Source: an optimization exercise on an open RTL-to-GDS flow (aim: small area and a short achievable clock period). Production flows keep margins and buffers that such runs may drop. In this exercise RTL edits were held to simulation tests only and were not proved equivalent to the original. Power is estimated from default activity; no workload was simulated.

Setup of the previous run:
==> module Digital, before the edit <==
module Digital(clk_16k, rst, A, OL, DIG);
	input clk_16k;
	input rst;
	input [13:0] A;
	output reg [6:0] OL;
	output reg [3:0] DIG;
	function [3:0] add3;
		input [3:0] x;
		reg ge5;
		begin
			ge5 = x[3] | (x[2] & (x[1] | x[0]));
			add3[3] = ge5;
			add3[2] = (x[2] & ~x[1] & ~x[0]) | (x[3] & x[0]);
			add3[1] = (x[1] & (~x[2] | x[0])) | (x[3] & ~x[0]);
			add3[0] = x[0] ^ ge5;
		end
	endfunction
	reg [19:0] bcd;
	integer i;
	always @* begin
		bcd = 20'd0;
		for (i = 13; i >= 0; i = i - 1) begin
			bcd[3:0] = add3(bcd[3:0]);
			bcd[7:4] = add3(bcd[7:4]);
			bcd[11:8] = add3(bcd[11:8]);
			bcd[15:12] = add3(bcd[15:12]);
			bcd = {bcd[18:0], A[i]};
		end
	end
	wire [3:0] thou = bcd[15:12] + (bcd[16] ? 4'd10 : 4'd0);
	wire [3:0] dig = DIG[0] ? thou : DIG[1] ? bcd[3:0] : DIG[2] ? bcd[7:4] : bcd[11:8];
	wire [15:0] dd;
	genvar k;
	generate for (k = 0; k < 16; k = k + 1) begin : dec
		assign dd[k] = dig == k;
	end endgenerate
	wire [6:0] seg;
	assign seg[6] = dd[0] | dd[2] | dd[3] | dd[5] | dd[6] | dd[7] | dd[8] | dd[9];
	assign seg[5] = dd[0] | dd[1] | dd[2] | dd[3] | dd[4] | dd[7] | dd[8] | dd[9];
	assign seg[4] = dd[0] | dd[1] | dd[3] | dd[4] | dd[5] | dd[6] | dd[7] | dd[8] | dd[9];
	assign seg[3] = dd[0] | dd[2] | dd[3] | dd[5] | dd[6] | dd[8] | dd[9];
	assign seg[2] = dd[0] | dd[2] | dd[6] | dd[8];
	assign seg[1] = dd[0] | dd[4] | dd[5] | dd[6] | dd[8] | dd[9];
	assign seg[0] = dd[2] | dd[3] | dd[4] | dd[5] | dd[6] | dd[8] | dd[9];
	always @(posedge clk_16k) begin
		if (rst) begin
			OL <= 7'd0;
			DIG <= 4'b0000;
		end
		else begin
			DIG <= {DIG[0], DIG[3] | ~|DIG, DIG[2], DIG[1]};
			OL <= seg;
		end
	end
endmodule
==> flow/config.mk <==
export PLATFORM = sky130hd
export DESIGN_NAME = speedometer
export DESIGN_NICKNAME = speedometer
export VERILOG_FILES = /design/flow/design.v
export SDC_FILE = /design/flow/constraint.sdc
export NUM_CORES = 4
export LEC_CHECK = 0
export ABC_AREA = 1
export CAP_MARGIN = 20
export CORE_MARGIN = 2
export CORE_UTILIZATION = 60
export CTS_BUF_LIST = sky130_fd_sc_hd__clkbuf_8
export SLEW_MARGIN = 20
==> flow/constraint.sdc <==
create_clock -name core_clock -period 150.0 [get_ports {clk}]
set_input_delay 30.0000 -clock core_clock [delete_from_list [all_inputs] [get_ports {clk}]]
set_output_delay 30.0000 -clock core_clock [all_outputs]
set_load 0.01 [all_outputs]
standard.sh (not shown) runs the stock make flow with config.mk's settings and CLKGATE_MAP_FILE= SYNTH_SCRIPT=/design/flow/synth_recipe.tcl, a recipe that flattens the netlist after the stock synthesis.
==> flow/flow/run.sh <==
#!/bin/bash
set -euo pipefail
rm -rf scripts_area
cp -r "$FLOW_HOME/scripts" scripts_area
printf 'strash\ndc2\ndch\namap\n' > scripts_area/abc_area.script
bash standard.sh SCRIPTS_DIR="$PWD/scripts_area" \
  CTS_ARGS="-sink_clustering_enable -repair_clock_nets -buf_list sky130_fd_sc_hd__clkbuf_8 -sink_clustering_size 30 -sink_clustering_max_diameter 100 -dont_use_dummy_load" \
  BUFFER_PORTS_ARGS="-buffer_cell sky130_fd_sc_hd__buf_1" finish > standard_flow.log 2>&1
### the previous run -> the current run
==> flow/design.v, changed modules only <==
module Digital(clk_16k, rst, A, OL, DIG);
	input clk_16k;
	input rst;
	input [13:0] A;
	output reg [6:0] OL;
	output reg [3:0] DIG;
	reg [3:0] dig;
	function [3:0] add3;
		input [3:0] x;
		reg ge5;
		begin
			ge5 = x[3] | (x[2] & (x[1] | x[0]));
			add3[3] = ge5;
			add3[2] = (x[2] & ~x[1] & ~x[0]) | (x[3] & x[0]);
			add3[1] = (x[1] & (~x[2] | x[0])) | (x[3] & ~x[0]);
			add3[0] = x[0] ^ ge5;
		end
	endfunction
	reg [19:0] bcd;
	integer i;
	always @* begin
		bcd = 20'd0;
		for (i = 13; i >= 0; i = i - 1) begin
			bcd[3:0] = add3(bcd[3:0]);
			bcd[7:4] = add3(bcd[7:4]);
			bcd[11:8] = add3(bcd[11:8]);
			bcd[15:12] = add3(bcd[15:12]);
			bcd = {bcd[18:0], A[i]};
		end
	end
	wire [3:0] thou = bcd[15:12] + (bcd[16] ? 4'd10 : 4'd0);
	always @(posedge clk_16k) begin
		if (rst) begin
			dig <= 4'hf;
			DIG <= 4'b0000;
		end
		else begin
			DIG <= {DIG[0], DIG[3] | ~|DIG, DIG[2], DIG[1]};
			if (DIG[0]) dig <= thou;
			else if (DIG[1]) dig <= bcd[3:0];
			else if (DIG[2]) dig <= bcd[7:4];
			else dig <= bcd[11:8];
		end
	end
	wire [15:0] dd;
	genvar k;
	generate for (k = 0; k < 16; k = k + 1) begin : dec
		assign dd[k] = dig == k;
	end endgenerate
	always @* begin
		OL[6] = dd[0] | dd[2] | dd[3] | dd[5] | dd[6] | dd[7] | dd[8] | dd[9];
		OL[5] = dd[0] | dd[1] | dd[2] | dd[3] | dd[4] | dd[7] | dd[8] | dd[9];
		OL[4] = dd[0] | dd[1] | dd[3] | dd[4] | dd[5] | dd[6] | dd[7] | dd[8] | dd[9];
		OL[3] = dd[0] | dd[2] | dd[3] | dd[5] | dd[6] | dd[8] | dd[9];
		OL[2] = dd[0] | dd[2] | dd[6] | dd[8];
		OL[1] = dd[0] | dd[4] | dd[5] | dd[6] | dd[8] | dd[9];
		OL[0] = dd[2] | dd[3] | dd[4] | dd[5] | dd[6] | dd[8] | dd[9];
	end
endmodule
### Flow results
The previous run consumes more power than the current run.
The current run — die height 0.44 um lower, the previous run as reference
Placed cell count of the previous run is on par with the current run.
Relative to the previous run, total net switching power has decreased by about 2% in the current run.
Delta (the current run minus the previous run): placed standard-cell area lower; cell area fell by 0.69%.
In the tables for the previous run and the current run, wire length of the first global-routing pass reads lower with the previous run.
The current run vs the previous run: netlist area before placement down slightly
Looking at the previous run and the current run, the final cell count without fillers is a wash.

[static timing again, ports no longer ideal]
The flow's constraints put no driver on any port. The routed layouts listed below were extracted and timed again, unchanged, in two steps. Step 1, drivers: a clkbuf_16 drives clk and a buf_2 each remaining input, both assumed. Step 2 moves the port delays by t, midway between the first and last clock arrival at a register: inputs arrive t later, outputs are due t later. That takes back most of the time a late clock gives input paths. a / b / c = ideal / step 1 / step 2; a / b = the first two.
run	t (ns)	slack for setup (ns)	worst register clock-pin slew, ns
the previous run	0.403	118.190 / 118.205 / 117.802	0.09 / 0.09
the current run	0.412	118.147 / 118.161 / 117.748	0.10 / 0.10
After both steps setup and hold are still met in every run listed. For the current run, which loses most, drivers alone change the setup slack by +0.014 ns; drivers and shift together by -0.399 ns.
